This design comes from an exercise in tuning for small area, a short achievable clock period and few clock cycles on the open sky130 flow, not from production work.
Function was checked by simulation only, so behaviour that the tests miss may differ from the original.

==> flow/design.v (outline; a module is shown in full before it is edited, if it fits) <==
// module alu: 677 lines
module alu #(
    parameter INST_W = 4,
    parameter INT_W  = 6,
    parameter FRAC_W = 10,
    parameter DATA_W = INT_W + FRAC_W
)(
    input                      i_clk,
    input                      i_rst_n,
    input                      i_in_valid,
    output                     o_busy,
    input         [INST_W-1:0] i_inst,
    input  signed [DATA_W-1:0] i_data_a,
    input  signed [DATA_W-1:0] i_data_b,
    output                     o_out_valid,
    output        [DATA_W-1:0] o_data
);
  // ...
==> flow/flow/run.sh <==
#!/bin/bash
# The standard layout, with faster port buffers and timing repair aimed
# at a shorter period than the design's (the SDC itself is unchanged).
set -euo pipefail
bash standard.sh \
  BUFFER_PORTS_ARGS="-buffer_cell sky130_fd_sc_hd__buf_4" \
  SETUP_SLACK_MARGIN=20.5 \
  finish > standard.log 2>&1
==> flow/standard.sh <==
#!/bin/bash
# synth_recipe.tcl (not shown) runs the flow's synth.tcl, then flattens the netlist and writes it again
# the make line also repeats each setting of config.mk as NAME=value (left out here)
make -C /OpenROAD-flow-scripts/flow DESIGN_CONFIG=/design/flow/config.mk WORK_HOME=/design/flow/orfs CLKGATE_MAP_FILE= SYNTH_SCRIPT=/design/flow/synth_recipe.tcl "${@:-finish}"
==> flow/config.mk <==
export PLATFORM = sky130hd
export DESIGN_NAME = alu
export DESIGN_NICKNAME = alu
export VERILOG_FILES = /design/flow/design.v
export SDC_FILE = /design/flow/constraint.sdc
export NUM_CORES = 4
export LEC_CHECK = 0
export ABC_AREA = 1
export CAP_MARGIN = 20
export CORE_MARGIN = 2
export CORE_UTILIZATION = 40
export SLEW_MARGIN = 20
==> flow/constraint.sdc <==
create_clock -name core_clock -period 27.0 [get_ports {i_clk}]
set_input_delay 5.4000 -clock core_clock [delete_from_list [all_inputs] [get_ports {i_clk}]]
set_output_delay 5.4000 -clock core_clock [all_outputs]
set_load 0.01 [all_outputs]
==> run notes, run 1 <==
R2R Setup Slk 20.77 ns; clk tree area frac between 2 and 3%; post-DP HPWL 90,790 um; Post-Syn Area per Cell between 6 and 7 sq um; Synth Area in XOR/XNOR 7.010%; Largest regs m x112, acc x36; Core Region ~0.072 sq mm; YS warnings 2; Worst path max stage delay 0.42 ns; CTS tree yes; Reg2Reg Capture Point acc[23]$_DFFE_PN0P_; Worst setup EP type primary output; setup violators final 0; TritonRoute pass-1 iters 7; end of the worst hold path m[5][5]$_DFFE_PP_; Setup Buffers After CTS 6; count leader, synth nand2_1; Top FF cell, synth edfxtp_1; Min Clock Period, post-route 6.514 ns; Async S/R FF share, synth 21.03%; initial core utilization 40.48%; critical-path cell list buf_6; kind of critical path flip-flop to primary output; worst min path class flip-flop to flip-flop; Max-area cell class multi-input gates; Max-cap violations 0; Signal buffers 160; DRC viols 0; Post-Synth Simple-Gate Area 31.41%; maximum clock insertion buffer count 3; met3 Use GR 5.184%; non-clock buffer area fraction after layout 3.928%; chip height 273.2 um; WP data arrival ~1.1 ns; vias 31,310; commonest non-fill, non-tap cell in the layout nand2_1; sequential area share after synthesis 21.43%; Finished Layout Cells around 5,300; critical path fanouts, max 2; status timing/DRC/antenna clean; diode count 2
Testbench counts, summed over its fixed seeds: cycles 3,420.
==> run 2: changes to the inputs <==
--- a/flow/flow/run.sh
+++ b/flow/flow/run.sh
@@ -4,5 +4,5 @@
 set -euo pipefail
 bash standard.sh \
   BUFFER_PORTS_ARGS="-buffer_cell sky130_fd_sc_hd__buf_4" \
-  SETUP_SLACK_MARGIN=20.5 \
+  SETUP_SLACK_MARGIN=20.7 \
   finish > standard.log 2>&1
==> run 2 against run 1 <==
  * Still clean
  * Maximum frequency shrank 0.20%
  * Setup slack lost 0.013 ns
  * First-iteration DRC count grew 7.0%
  * Non-clock buffer count grew 2
  * Die area is the same
  * Worst hold slack lost 0.00079 ns
  * Core utilization grew 0.49 points
  * Global-route usage grew 0.15 points
  * Final area grew 1.1%
==> run notes, run 2 <==
status timing/DRC/antenna clean; critical path fanouts, max 2 (unchanged); Crit path required time 21.60 ns; pin count of the biggest net entering global routing 64; DR vias/cell 5.900; Worst path max stage delay 0.42 ns (about the same); vias 31,440 (+0.41%); number of top-level pins 57; RSZ-0062 raised after global routing true; Tot GR Track Use 32.56%; net count after synthesis 4,700; max reg flops 112; setup violators final 0 (unchanged); Min Clock Period, post-route 6.527 ns (+0.01300 ns); post-DP HPWL 90,780 um (about the same); Max-cap violations 0 (unchanged); max-slew violations 0; startpoint types flip-flop; Core Region 0.07161 sq mm (unchanged); cell taking the most area after synthesis nand2_1; die area 0.07464 sq mm; CTS Buf Count 25; # port buffers 56; crit-path leading delay family flip-flops; Area growth, synth to finish 9.017%; Bufs and invs on worst path 1; Max Clock Freq 153.2 MHz; Final Hold Fails 0; Final Cycle Share 24.17%; synth top area cells nand2_1, edfxtp_1, fa_1; WP data arrival 1.13 ns (+0.02 ns); YS warnings 2 (unchanged); worst min path class flip-flop to flip-flop; met2 Use GR about half; CP max stage cell dfrtp_1; kind of critical path flip-flop to primary output; commonest cells after routing, fill and taps aside nand2_1, inv_1, nand3_1; post-synthesis cell area 0.02899 sq mm; setup TNS 0 ns; final clock skew slightly below 0.01 ns; maximum clock insertion buffer count 3 (unchanged); met1 Use GR ~43%; antenna viol nets, final 0; count leader, synth nand2_1; TritonRoute pass-1 iters 8 (+1); commonest non-fill, non-tap cell in the layout nand2_1; Fill cells 7,691; Reg with most FFs m; number of flops mapped to enable cells by yosys 130; CTS tree yes; htree depth 1; Post-Synthesis Cells 4,398; drt initial violations 4,268; Largest regs m x112, acc x36; initial antenna violation count 3; met3 Use GR 4.272% (-0.91 points); gpl congestion 1.024; # hold bufs at CTS 0; clk latency of the worst-skew pair roughly 0.57 ns; global routing's busiest layer met2; DP Area roughly 0.03 sq mm; Relative slew margins 20.55%; RR Startpoint b0[9]$_DFF_P_; crit path launch busy_r$_DFF_PN0_; final WL 125,800 um; Worst-Margin Slew about 1.2 ns; final instance area 0.03160 sq mm; Top FF cell, synth edfxtp_1; vias in the first global route 29,780; critical-path cell list buf_6; Commonest cells post-synth nand2_1, inv_1, nand3_1; layout cells sized above 1 8.451%; grt ovf 0; chip height 273.2 um (unchanged); Synth top area share between 15 and 20%; Die W 273.2 um; FP Rows 98; Clk pin slew, worst setup/hold paths 0.06 ns; Hold Path Origin m[4][9]$_DFFE_PP_; CTS Root Cell clkbuf_16; synth unique cells 64; clk sink count 233; Yosys reg bits approximately 230; sequential area share after synthesis 21.43% (unchanged); Worst setup EP type primary output; first-pass GRT wire length 186,000 um; initial core utilization 40.48% (unchanged); Async S/R FF share, synth 21.03% (unchanged); WL/cell 23.60 um; DRC viols 0 (unchanged); Final nets 4,661; Post-Syn Area per Cell 6.591 sq um (unchanged)
-- run 2: cell count changes in the layout (fill, tap and decap cells not counted), sizes merged, moves of 2 or more --
| cell | previous run | this run |
|---|---|---|
| buf | 160 | 162 |
| clkbuf | 27 | 33 |
| clkinv | 16 | 7 |
| clkinvlp | 11 | 20 |
-- run 2: cell type report --
| cell class | instances | area, sq um | share of cell area [%] |
|---|---|---|---|
| inverters | 456 | 1775 | 5.618 |
| multi-input cells | 3476 | 20140 | 63.72 |
| clock buffers | 33 | 740.7 | 2.344 |
| clock inverters | 13 | 138.9 | 0.4395 |
| well taps | 950 | 1189 | 3.761 |
| repair inverters | 5 | 30.03 | 0.09502 |
| diodes | 1 | 2.502 | 0.007919 |
| flip-flops and latches | 233 | 6240 | 19.74 |
| repair buffers | 162 | 1348 | 4.264 |
-- run 2: path summary, 6_finish.rpt --
path	endpoint	cells after the start	slack [ns]
max	o_busy	1	20.47
min	m[4][11]$_DFFE_PP_	0	0.45
max reg2reg	acc[22]$_DFFE_PN0P_	26	20.94
min reg2reg	m[4][11]$_DFFE_PP_	0	0.45
max in group asynchronous	acc[11]$_DFFE_PN0P_	1	21.51
min in group asynchronous	busy_r$_DFF_PN0_	1	4.87
-- run 2: what timing repair did --
item	4_1_cts	5_1_grt
cloned	0	6
buffers inserted	10	39
pin swaps	3	9
endpoints found under the setup margin	53	53
resized for setup	54	56
-- run 2: per-layer routing --
layer	vias up	part of all wire [%]	routed length, um
met2	1945	44	55420
met4	2	6.6	8346
met1	14630	39	49480
li1	14420	-	-
met3	442	10	12520
met5	-	0.012	15
-- run 2: cell families after synthesis --
group | Yosys count | share of synthesized area (%)
compound gates | 804 | 15.72
simple gates | 2173 | 31.41
buf+inv | 690 | 9.785
mux | 3 | 0.1122
flops | 233 | 21.43
xor+xnor | 232 | 7.010
fa+ha+maj | 263 | 14.54
-- run 2: per-stage QoR --
step | worst slack [ns] | util (%) | std cells | hold WS (ns)
final | 20.47 | 44.13 | 5329 | 0.4455
after CTS | 20.44 | 43.40 | 5283 | 0.4471
after global routing | 20.44 | 44.13 | 5328 | 0.4523
after global placement | 19.77 | 41.79 | 5226 | 0.4268
after floorplan | 20.79 | - | 4398 | 0.4125
after detailed placement | 19.64 | 41.81 | 5227 | 0.4317
==> run 3: changes to the inputs <==
--- a/flow/flow/run.sh
+++ b/flow/flow/run.sh
@@ -4,5 +4,5 @@
 set -euo pipefail
 bash standard.sh \
   BUFFER_PORTS_ARGS="-buffer_cell sky130_fd_sc_hd__buf_4" \
-  SETUP_SLACK_MARGIN=20.7 \
+  SETUP_SLACK_MARGIN=20.6 \
   finish > standard.log 2>&1
==> run 3 against run 2 <==
  * Setup slack worse by 0.0044 ns
  * First-iteration DRC count is 0.70% lower
  * Final area is 0.41% lower
  * Critical endpoint unchanged
  * Highest routed layer unchanged
==> run notes, run 3 <==
commonest non-fill, non-tap cell in the layout nand2_1; Min Clock Period, post-route 6.532 ns (+0.004400 ns); vias in the first global route 29,750 (-0.097%); WP data arrival 1.13 ns (about the same); post-synthesis mux area share 0.1122% (unchanged); Post-Synthesis Cells 4,398 (unchanged); largest family of logic cells by synthesized area simple AND/OR/NAND/NOR gates; Post-Synth Simple-Gate Area 31.41% (unchanged); Bufs and invs on worst path 1 (unchanged); DRC viols 0 (unchanged); Worst path max stage delay 0.43 ns (about the same); kind of critical path flip-flop to primary output; setup violators final 0 (unchanged); maximum clock insertion buffer count 3 (unchanged); initial antenna violation count 2 (-1); Fill cells 7,711 (+0.26%); Final Cycle Share 24.19% (about the same); number of flops mapped to enable cells by yosys 130 (unchanged); Worst-Margin Slew 1.171 ns (-0.01586 ns); Core Region 0.07161 sq mm (unchanged); number of top-level pins 57 (unchanged); Synth Area in XOR/XNOR 7.010% (unchanged); Max Clock Freq 153.1 MHz (about the same); # port buffers 56 (unchanged); YS warnings 2 (unchanged); Register Area 0.006238 sq mm (about the same); TritonRoute pass-1 iters 6 (-2); CTS Buf Count 25 (unchanged); worst min path class flip-flop to flip-flop; CTS tree yes; drt initial violations 4,238 (-0.70%); Adder-Cell Fraction of Synth Area 14.54% (unchanged); count leader, synth nand2_1; Reg with most FFs m; critical-path cell list buf_6; compound-cell area share of the yosys netlist 15.72% (unchanged); grt ovf 0 (unchanged); Final Hold Fails 0 (unchanged); synth top area cells nand2_1, edfxtp_1, fa_1; critical path fanouts, max 2 (unchanged); max reg flops 112 (unchanged); cell taking the most area after synthesis nand2_1; post-DP HPWL 90,780 um (unchanged); multi-input logic area 0.02010 sq mm (-0.17%); sequential area share after synthesis 21.43% (unchanged); Tot GR Track Use 32.53% (about the same); Hold Worst Slack 0.4454 ns (-0.00009000 ns); RSZ-0062 raised after global routing true; post-synthesis cell area 0.02899 sq mm (unchanged); Clk pin slew, worst setup/hold paths 0.06 ns (about the same); CP max stage cell dfrtp_1; layout cells sized above 1 8.110% (-0.34 points); Synth top area share 17.62% (unchanged); crit-path leading delay family flip-flops; commonest cells after routing, fill and taps aside nand2_1, inv_1, nand3_1; Worst setup EP type primary output; chip height 273.2 um (unchanged); setup TNS 0 ns (unchanged); net count after synthesis 4,700 (unchanged); first-pass GRT wire length 185,900 um (about the same); Max-cap violations 0 (unchanged); max-slew violations 0 (unchanged); WL/cell 23.60 um (about the same); Commonest cells post-synth nand2_1, inv_1, nand3_1; htree depth 1 (unchanged); Top FF cell, synth edfxtp_1; Relative slew margins 21.61% (+1.1 points); clk sink count 233 (unchanged); Largest regs m x112, acc x36; gpl congestion 1.024 (unchanged); FP Rows 98 (unchanged); synth unique cells 64 (unchanged); Async S/R FF share, synth 21.03% (unchanged); CTS Root Cell clkbuf_16; DR vias/cell 5.917 (+0.28%); Die W 273.2 um (unchanged); Post-Syn Area per Cell 6.591 sq um (unchanged); Yosys reg bits 233 (unchanged); startpoint types flip-flop; die area 0.07464 sq mm (unchanged); # hold bufs at CTS 0 (unchanged); final clock skew 0.01058 ns (+0.0008801 ns); clk latency of the worst-skew pair 0.57 ns (about the same); Crit path required time 21.60 ns (about the same); initial core utilization 40.48% (unchanged); vias 31,460 (+0.057%); Area growth, synth to finish 8.568%; Final nets 4,648 (-0.28%); final WL 125,500 um (-0.23%); status timing/DRC/antenna clean; pin count of the biggest net entering global routing 64 (unchanged); antenna viol nets, final 0 (unchanged)
## run 3: cell counts after synthesis
Identical to the previous run, type by type.
## run 3: per-layer routing
layer | vias up | share of wire (%) | wire length (um) | track usage [%]
met2 | 1910 | 44 | 55150 | 51.27
met3 | 463 | 9.8 | 12330 | 4.482
met5 | - | 0.012 | 15 | 0
met1 | 14680 | 39 | 49440 | 42.56
li1 | 14410 | - | - | -
met4 | 2 | 6.8 | 8551 | 19.14
## run 3: metrics by stage
step / setup slack, ns / instances / util (%) / instance area, sq um
6_report: 20.47 / 5317 / 43.95 / 31470
5_1_grt: 20.44 / 5315 / 43.94 / 31470
4_1_cts: 20.44 / 5275 / 43.26 / 30980
3_5_place_dp: 19.64 / 5227 / 41.81 / 29940
3_3_place_gp: 19.77 / 5226 / 41.79 / 29930
2_1_floorplan: 20.79 / 4398 / - / 28990
## run 3: final timing paths
path                                  start               endpoint  slack, ns  cells after the start
max                        busy_r$_DFF_PN0_                 o_busy      20.47                      1
min                        s1_res$_DFF_PN0_  out_valid_r$_DFF_PN0_       0.45                      1
max reg2reg                   b0[9]$_DFF_P_    acc[25]$_DFFE_PN0P_      20.81                     26
min reg2reg                s1_res$_DFF_PN0_  out_valid_r$_DFF_PN0_       0.45                      1
max in group asynchronous           i_rst_n    acc[11]$_DFFE_PN0P_      21.51                      1
min in group asynchronous           i_rst_n       busy_r$_DFF_PN0_       4.87                      1
## run 3: repair_timing
| item | in CTS | in global routing |
|---|---|---|
| hold endpoints to repair | 0 | 0 |
| gates cloned | 0 | 5 |
| resized for setup | 47 | 55 |
| setup endpoints to repair | 53 | 49 |
| pin swaps | 1 | 4 |
| buffers inserted | 2 | 35 |
## run 3: cells by family (layout without fill, tap and decap cells)
logic type	after synthesis	in the layout
AOI/OAI and AO/OA	804	804
xor gates and xnor gates	232	232
adders and majority gates	263	263
buffers and inverters	690	657
DFF	233	233
muxes	3	3
other	0	2
and+or+nand+nor	2173	2173
## run 3: cell type report
type                            count  area share, %
Timing Repair Buffer              150          3.964
Clock inverter                     13         0.4413
Tap cell                          950          3.777
Antenna cell                        2        0.01590
Multi-Input combinational cell   3475          63.88
Clock buffer                       33          2.354
Sequential cell                   233          19.82
Inverter                          456          5.641
Timing Repair inverter              5         0.1034

[static timing again, ports no longer ideal]
In the flow no input, the clock included, has a driving cell. The finished layouts below were timed again as built, in two steps. Step 1: set_driving_cell puts a clkbuf_16 on i_clk and a buf_2 on each other input, an assumption about the parent block. Step 2 adds t to the input delays and takes it off the output delays; t is the mean of the earliest and latest rising clock arrival at the registers after step 1. Input paths then give back, and output paths get back, about the clock's delay inside the block. Slacks: ideal / step 1 / step 2; pairs: ideal / step 1.
run	shift t [ns]	slack for setup (ns)	latest minus earliest clock arrival (ns)
run 1	0.623	20.486 / 20.431 / 20.345	0.037 / 0.037
run 2	0.625	20.473 / 20.414 / 20.291	0.011 / 0.011
run 3	0.625	20.468 / 20.409 / 20.294	0.013 / 0.013
After both steps every run listed still meets setup and hold. For run 2, which loses most, drivers alone change the setup slack by -0.059 ns; drivers and shift together by -0.182 ns.
